Context: an optimization exercise on an open-source flow, tuned for small area. The choices shown serve that exercise and are no tape-out recipe.
The RTL was checked by simulation tests, not by an equivalence proof against the original design.
Power and IR drop assume default switching activity.

==> 01-23 <==
==> flow/design.v <==
module parking (clk, rst, car_entered, car_exited, is_uni_car_entered, is_uni_car_exited,
 uni_parked_car, parked_car, uni_vacated_space, vacated_space, uni_is_vacated_space, is_vacated_space, t
);
    input clk, rst, car_entered, car_exited, is_uni_car_entered, is_uni_car_exited;
    output [9:0] uni_parked_car, parked_car, uni_vacated_space, vacated_space;
    output uni_is_vacated_space, is_vacated_space;
    output [4:0] t;
    genvar i;
    reg [4:0] hr;
    reg [8:0] p, up;
    assign t = hr;
    assign parked_car = {1'b0, p};
    assign uni_parked_car = {1'b0, up};
    reg [9:0] cap, ucap;
    always @* begin
        case (hr)
            5'd9, 5'd10, 5'd11, 5'd12, 5'd13: cap = 10'd200;
            5'd14: cap = 10'd250;
            5'd15: cap = 10'd300;
            5'd16: cap = 10'd350;
            default: cap = 10'd500;
        endcase
        ucap = 10'd700 - cap;
    end
    wire [9:0] pz = {1'b0, p}, upz = {1'b0, up};
    wire [10:0] b, ub;
    assign b[0] = 1'b0;
    assign ub[0] = 1'b0;
    generate
        for (i = 0; i < 10; i = i + 1) begin : sub
            assign vacated_space[i] = cap[i] ^ pz[i] ^ b[i];
            assign b[i+1] = (~cap[i] & pz[i]) | (~(cap[i] ^ pz[i]) & b[i]);
            assign uni_vacated_space[i] = ucap[i] ^ upz[i] ^ ub[i];
            assign ub[i+1] = (~ucap[i] & upz[i]) | (~(ucap[i] ^ upz[i]) & ub[i]);
        end
    endgenerate
    localparam [9:0] K = 10'd324;
    wire [9:0] cs_s = pz ^ upz ^ K;
    wire [9:0] cs_c = (pz & upz) | ((pz | upz) & K);
    wire [10:0] fc;
    assign fc[0] = 1'b0;
    generate
        for (i = 0; i < 10; i = i + 1) begin : fcmp
            if (i == 0) begin : b0
                assign fc[1] = 1'b0;
            end else begin : bi
                assign fc[i+1] = (cs_s[i] & cs_c[i-1]) | ((cs_s[i] | cs_c[i-1]) & fc[i]);
            end
        end
    endgenerate
    wire full = fc[10] | cs_c[9];
    wire u500 = up[8] & up[7] & up[6] & up[5] & up[4] & up[2];
    assign uni_is_vacated_space = ~u500 & ~full;
    wire lt_now = ~vacated_space[9] & (|vacated_space[8:0]);
    assign is_vacated_space = lt_now & ~full;
    wire [9:0] v = vacated_space;
    wire v_gt_m50 = ~v[9] | (v >= 10'd975);      
    wire v_gt_m150 = ~v[9] | (v >= 10'd875);     
    wire v_gt_300 = ~v[9] & (v > 10'd300);
    reg lt_next;
    always @* begin
        case (hr)
            5'd8: lt_next = v_gt_300;
            5'd13, 5'd14, 5'd15: lt_next = v_gt_m50;
            5'd16: lt_next = v_gt_m150;
            default: lt_next = lt_now;
        endcase
    end
    wire p_zero = (p == 9'd0);
    wire u_zero = (up == 9'd0);
    wire p_dec = car_exited & ~is_uni_car_exited & ~p_zero;
    wire u_dec = car_exited & is_uni_car_exited & ~u_zero;
    wire idle = ~p_dec & ~u_dec;
    wire p_inc = idle & car_entered & ~is_uni_car_entered & ~full & lt_next;
    wire u_inc = idle & car_entered & is_uni_car_entered & ~full & ~u500;
    wire [9:0] pa, pd, ua, ud;
    assign pa[0] = p_inc;
    assign pd[0] = p_dec;
    assign ua[0] = u_inc;
    assign ud[0] = u_dec;
    generate
        for (i = 0; i < 9; i = i + 1) begin : cnt
            assign pa[i+1] = pa[i] & p[i];
            assign pd[i+1] = pd[i] & ~p[i];
            assign ua[i+1] = ua[i] & up[i];
            assign ud[i+1] = ud[i] & ~up[i];
        end
    endgenerate
    wire [8:0] p_nx = p ^ (pa[8:0] | pd[8:0]);
    wire [8:0] u_nx = up ^ (ua[8:0] | ud[8:0]);
    wire c8 = &hr[2:0];
    wire [4:0] hr_nx = {c8 ? hr[3] : hr[4], c8 ? ~(hr[3] | hr[4]) : hr[3],
                        hr[2] ^ (hr[1] & hr[0]), hr[1] ^ hr[0], ~hr[0]};
    always @(posedge clk or posedge rst) begin
        if (rst) begin
            hr <= 5'd9;
            p <= 9'd0;
            up <= 9'd0;
        end else begin
            hr <= hr_nx;
            p <= p_nx;
            up <= u_nx;
        end
    end
endmodule
==> flow/flow/run.sh <==
#!/bin/bash
# Own layout flow: the standard synthesis, then its combinational logic
# re-mapped for area by ABC (flip-flops untouched), then the standard ORFS
# layout with minimum-size port buffers.
set -euo pipefail
W=$PWD
F=$W/flow
RES=$W/orfs/results/$FLOW_PLATFORM/parking/base
LIB=$FLOW_HOME/platforms/$FLOW_PLATFORM/lib/sky130_fd_sc_hd__tt_025C_1v80.lib
YOSYS=$FLOW_HOME/../tools/install/yosys/bin/yosys
[[ -x $YOSYS ]] || YOSYS=yosys

bash standard.sh synth > $W/1_synth_standard.log 2>&1
cp $RES/1_2_yosys.v $W/standard_synth.v

# ABC's deepsyn is run from a few random seeds in parallel; the smallest
# result is kept.
for S in 1 2 3 4 5 6 7 8; do
  sed "s/@SEED@/$S/" $F/reopt.abc > $W/reopt_$S.abc
  sed -e "s#@LIB@#$LIB#g" -e "s#@IN@#$W/standard_synth.v#g" -e "s#@TOP@#$FLOW_TOP#g" \
      -e "s#@ABC@#$W/reopt_$S.abc#g" -e "s#@OUT@#$W/reopt_$S.v#g" $F/reopt.ys > $W/reopt_$S.ys
  $YOSYS -s $W/reopt_$S.ys > $W/1_reopt_yosys_$S.log 2>&1 &
  (( S % 4 )) || wait
done
wait
best=; best_area=
for S in 1 2 3 4 5 6 7 8; do
  a=$(grep "Chip area" $W/1_reopt_yosys_$S.log | tail -1 | awk '{print $NF}')
  [[ -n $a && -s $W/reopt_$S.v ]] || continue
  if [[ -z $best ]] || awk -v a=$a -v b=$best_area 'BEGIN{exit !(a<b)}'; then best=$S; best_area=$a; fi
done
[[ -n $best ]]
echo "seed $best area $best_area" > $W/reopt_choice.txt
cp $W/reopt_$best.v $W/reopt.v

cp $W/reopt.v $RES/1_2_yosys.v
rm -f $RES/1_synth.odb $RES/1_synth.sdc
bash standard.sh "BUFFER_PORTS_ARGS=-buffer_cell sky130_fd_sc_hd__buf_1" finish > $W/2_layout.log 2>&1
==> flow/flow/reopt.abc <==
&get -n
&st
&deepsyn -J 100 -T 300 -S @SEED@
&put
dch -f
amap -m -F 50 -A 100 -C 1000
topo
==> flow/flow/reopt.ys <==
# Re-maps the combinational logic of the standard synthesis netlist for area.
# The flip-flop cells (and their instance names) are kept as they are.
read_liberty -ignore_miss_func @LIB@
blackbox sky130_fd_sc_hd__df* sky130_fd_sc_hd__sdf* sky130_fd_sc_hd__edf* sky130_fd_sc_hd__dl* sky130_fd_sc_hd__sedf* sky130_fd_sc_hd__conb*
read_verilog @IN@
hierarchy -top @TOP@
flatten
opt_clean -purge
stat -liberty @LIB@
abc -liberty @LIB@ -dont_use *probe* -dont_use *lpflow* -script @ABC@
opt_clean -purge
setundef -zero
hilomap -singleton -hicell sky130_fd_sc_hd__conb_1 HI -locell sky130_fd_sc_hd__conb_1 LO
splitnets
opt_clean -purge
stat -liberty @LIB@
read_liberty -lib -ignore_miss_func @LIB@
check -assert
write_verilog -noattr -noexpr -nohex -nodec @OUT@
==> flow/standard.sh <==
#!/bin/bash
# synth_recipe.tcl (not shown) runs the flow's synth.tcl, then flattens the netlist and writes it again
# the make line also repeats each setting of config.mk as NAME=value (left out here)
make -C /OpenROAD-flow-scripts/flow DESIGN_CONFIG=/design/flow/config.mk WORK_HOME=/design/flow/orfs CLKGATE_MAP_FILE= SYNTH_SCRIPT=/design/flow/synth_recipe.tcl "${@:-finish}"
==> flow/config.mk <==
export PLATFORM = sky130hd
export DESIGN_NAME = parking
export DESIGN_NICKNAME = parking
export VERILOG_FILES = /design/flow/design.v
export SDC_FILE = /design/flow/constraint.sdc
export NUM_CORES = 4
export LEC_CHECK = 0
export CAP_MARGIN = 20
export CORE_MARGIN = 2
export CORE_UTILIZATION = 40
export SLEW_MARGIN = 20
==> flow/constraint.sdc <==
create_clock -name core_clock -period 7.0 [get_ports {clk}]
set_input_delay 1.4000 -clock core_clock [delete_from_list [all_inputs] [get_ports {clk}]]
set_output_delay 1.4000 -clock core_clock [all_outputs]
set_load 0.01 [all_outputs]
==> inputs of 08-08, as changes to 01-23 <==
--- a/flow/design.v
+++ b/flow/design.v
@@ -11,17 +11,20 @@
     assign t = hr;
     assign parked_car = {1'b0, p};
     assign uni_parked_car = {1'b0, up};
-    reg [9:0] cap, ucap;
-    always @* begin
-        case (hr)
-            5'd9, 5'd10, 5'd11, 5'd12, 5'd13: cap = 10'd200;
-            5'd14: cap = 10'd250;
-            5'd15: cap = 10'd300;
-            5'd16: cap = 10'd350;
-            default: cap = 10'd500;
-        endcase
-        ucap = 10'd700 - cap;
-    end
+    wire r200 = hr[3] & ((~hr[2] & (hr[1] | hr[0])) | (hr[2] & ~hr[1]));
+    wire r250 = hr[3] & hr[2] & hr[1] & ~hr[0];
+    wire r300 = hr[3] & hr[2] & hr[1] & hr[0];
+    wire r350 = hr[4] & ~hr[2] & ~hr[1] & ~hr[0];
+    wire r500 = ~(r200 | r250 | r300 | r350);
+    wire n200 = hr[3] & ~(hr[2] & (hr[1] | hr[0]));
+    wire n250 = hr[3] & hr[2] & ~hr[1] & hr[0];
+    wire n300 = r250;
+    wire n350 = r300;
+    wire n500 = ~(n200 | n250 | n300 | n350);
+    wire [9:0] cap = {1'b0, ~(r200 | r250), ~(r300 | r350), ~r300, ~(r200 | r350),
+                      ~(r200 | r300), ~r500, ~(r200 | r250), r250 | r350, 1'b0};
+    wire [9:0] ucap = {1'b0, ~r500, ~r350, ~r300, r200, ~(r250 | r500),
+                       r350 | r500, r200 | r350, r250 | r350, 1'b0};
     wire [9:0] pz = {1'b0, p}, upz = {1'b0, up};
     wire [10:0] b, ub;
     assign b[0] = 1'b0;
@@ -51,21 +54,14 @@
     wire full = fc[10] | cs_c[9];
     wire u500 = up[8] & up[7] & up[6] & up[5] & up[4] & up[2];
     assign uni_is_vacated_space = ~u500 & ~full;
-    wire lt_now = ~vacated_space[9] & (|vacated_space[8:0]);
     assign is_vacated_space = lt_now & ~full;
-    wire [9:0] v = vacated_space;
-    wire v_gt_m50 = ~v[9] | (v >= 10'd975);      
-    wire v_gt_m150 = ~v[9] | (v >= 10'd875);     
-    wire v_gt_300 = ~v[9] & (v > 10'd300);
-    reg lt_next;
-    always @* begin
-        case (hr)
-            5'd8: lt_next = v_gt_300;
-            5'd13, 5'd14, 5'd15: lt_next = v_gt_m50;
-            5'd16: lt_next = v_gt_m150;
-            default: lt_next = lt_now;
-        endcase
-    end
+    wire lt200 = ~p[8] & ~(p[7] & p[6] & (p[5] | p[4] | p[3]));
+    wire lt250 = ~p[8] & ~(p[7] & p[6] & p[5] & p[4] & p[3] & (p[2] | p[1]));
+    wire lt300 = ~p[8] | (~p[7] & ~p[6] & ~(p[5] & (p[4] | (p[3] & p[2]))));
+    wire lt350 = ~p[8] | (~p[7] & ~(p[6] & (p[5] | (p[4] & p[3] & p[2] & p[1]))));
+    wire lt500 = ~(p[8] & p[7] & p[6] & p[5] & p[4] & p[2]);
+    wire lt_now = (r200 & lt200) | (r250 & lt250) | (r300 & lt300) | (r350 & lt350) | (r500 & lt500);
+    wire lt_next = (n200 & lt200) | (n250 & lt250) | (n300 & lt300) | (n350 & lt350) | (n500 & lt500);
     wire p_zero = (p == 9'd0);
     wire u_zero = (up == 9'd0);
     wire p_dec = car_exited & ~is_uni_car_exited & ~p_zero;
--- a/flow/flow/run.sh
+++ b/flow/flow/run.sh
@@ -15,7 +15,7 @@
 
 # ABC's deepsyn is run from a few random seeds in parallel; the smallest
 # result is kept.
-for S in 1 2 3 4 5 6 7 8; do
+for S in 1 2 3 4 5 6 7 8 9 10 11 12; do
   sed "s/@SEED@/$S/" $F/reopt.abc > $W/reopt_$S.abc
   sed -e "s#@LIB@#$LIB#g" -e "s#@IN@#$W/standard_synth.v#g" -e "s#@TOP@#$FLOW_TOP#g" \
       -e "s#@ABC@#$W/reopt_$S.abc#g" -e "s#@OUT@#$W/reopt_$S.v#g" $F/reopt.ys > $W/reopt_$S.ys
@@ -24,7 +24,7 @@
 done
 wait
 best=; best_area=
-for S in 1 2 3 4 5 6 7 8; do
+for S in 1 2 3 4 5 6 7 8 9 10 11 12; do
   a=$(grep "Chip area" $W/1_reopt_yosys_$S.log | tail -1 | awk '{print $NF}')
   [[ -n $a && -s $W/reopt_$S.v ]] || continue
   if [[ -z $best ]] || awk -v a=$a -v b=$best_area 'BEGIN{exit !(a<b)}'; then best=$S; best_area=$a; fi
@@ -35,4 +35,6 @@
 
 cp $W/reopt.v $RES/1_2_yosys.v
 rm -f $RES/1_synth.odb $RES/1_synth.sdc
-bash standard.sh "BUFFER_PORTS_ARGS=-buffer_cell sky130_fd_sc_hd__buf_1" finish > $W/2_layout.log 2>&1
+bash standard.sh "BUFFER_PORTS_ARGS=-buffer_cell sky130_fd_sc_hd__buf_1" \
+    "CTS_ARGS=-sink_clustering_enable -repair_clock_nets -root_buf sky130_fd_sc_hd__clkbuf_16 -buf_list sky130_fd_sc_hd__clkbuf_16" \
+    finish > $W/2_layout.log 2>&1
==> inputs of 03-13, as changes to 01-23 <==
--- a/flow/design.v
+++ b/flow/design.v
@@ -51,19 +51,27 @@
     wire full = fc[10] | cs_c[9];
     wire u500 = up[8] & up[7] & up[6] & up[5] & up[4] & up[2];
     assign uni_is_vacated_space = ~u500 & ~full;
-    wire lt_now = ~vacated_space[9] & (|vacated_space[8:0]);
     assign is_vacated_space = lt_now & ~full;
-    wire [9:0] v = vacated_space;
-    wire v_gt_m50 = ~v[9] | (v >= 10'd975);      
-    wire v_gt_m150 = ~v[9] | (v >= 10'd875);     
-    wire v_gt_300 = ~v[9] & (v > 10'd300);
-    reg lt_next;
+    wire lt200 = ~p[8] & ~(p[7] & p[6] & (p[5] | p[4] | p[3]));
+    wire lt250 = ~p[8] & ~(p[7] & p[6] & p[5] & p[4] & p[3] & (p[2] | p[1]));
+    wire lt300 = ~p[8] | (~p[7] & ~p[6] & ~(p[5] & (p[4] | (p[3] & p[2]))));
+    wire lt350 = ~p[8] | (~p[7] & ~(p[6] & (p[5] | (p[4] & p[3] & p[2] & p[1]))));
+    wire lt500 = ~(p[8] & p[7] & p[6] & p[5] & p[4] & p[2]);
+    reg lt_now, lt_next;
     always @* begin
         case (hr)
-            5'd8: lt_next = v_gt_300;
-            5'd13, 5'd14, 5'd15: lt_next = v_gt_m50;
-            5'd16: lt_next = v_gt_m150;
-            default: lt_next = lt_now;
+            5'd9, 5'd10, 5'd11, 5'd12, 5'd13: lt_now = lt200;
+            5'd14: lt_now = lt250;
+            5'd15: lt_now = lt300;
+            5'd16: lt_now = lt350;
+            default: lt_now = lt500;
+        endcase
+        case (hr)
+            5'd8, 5'd9, 5'd10, 5'd11, 5'd12: lt_next = lt200;
+            5'd13: lt_next = lt250;
+            5'd14: lt_next = lt300;
+            5'd15: lt_next = lt350;
+            default: lt_next = lt500;
         endcase
     end
     wire p_zero = (p == 9'd0);
==> comparison table <==
                                                                              08-08                    03-13                    01-23
Placement Cell Area                                                       2039 um^2                2051 um^2                2074 um^2
Power density relative to cell area                                   439.9 nW/um^2            390.8 nW/um^2            497.5 nW/um^2
Capturing element of the worst setup path                          vacated_space[8]         vacated_space[8]         is_vacated_space
Outcome                                                     complete, no violations  complete, no violations  complete, no violations
Routability congestion estimate from global placement                        0.8497                   0.9062                   0.9592
Synthesized area divided by synthesized cell count                       6.625 um^2               6.670 um^2               6.756 um^2
Leakage power total                                                       0.7919 nW                0.7693 nW                0.7529 nW
Worst Tran Pin Value                                                       860.5 ps                 860.9 ps                 890.1 ps
Crit path top cell by count                                sky130_fd_sc_hd__o22ai_1  sky130_fd_sc_hd__nor2_1  sky130_fd_sc_hd__nor2_1
CP bufs+invs                                                                      5                        3                        5
Net switching component of the power                                      0.4937 mW                0.4404 mW                0.5917 mW
Met3 wirelength from detailed routing                                        264 um                   262 um                   365 um
Fraction of standard cell area in multi-input logic                          0.4941                   0.5176                   0.5089
Worst clock skew on the final layout                                       6.321 ps                 6.216 ps                 5.487 ps
#MultiIn Comb                                                                   205                      211                      204
Achievable Freq                                                           172.8 MHz                166.1 MHz                162.9 MHz
Overall die area                                                          4988 um^2                5037 um^2                5080 um^2
Met1 capacity usage during global routing                                    0.3247                   0.3061                   0.3179
Total of plain and repair buffers excluding clock buffers                        51                       50                       51

[re-timing with driven ports]
Ports are ideal in the flow. The routed layouts listed here were re-timed in OpenROAD.
Step 1 sets driving cells, clkbuf_16 on the clock port and buf_2 on the other inputs (assumed; they add their load-dependent delay and slew).
Step 2 moves the port delays by t, midway between the first and last clock arrival at a register: inputs arrive t later, outputs are due t later. That takes back most of the time a late clock gives input paths.
Slacks: ideal / step 1 / step 2; pairs: ideal / step 1.
run	t, ns	slack for setup (ns)	worst setup path after step 2
01-23	0.297	0.861 / 0.834 / 1.012	register to register
08-08	0.291	1.214 / 1.183 / 1.475	register to output
03-13	0.295	0.978 / 0.951 / 1.247	register to output
After both steps setup and hold are still met in every run listed.
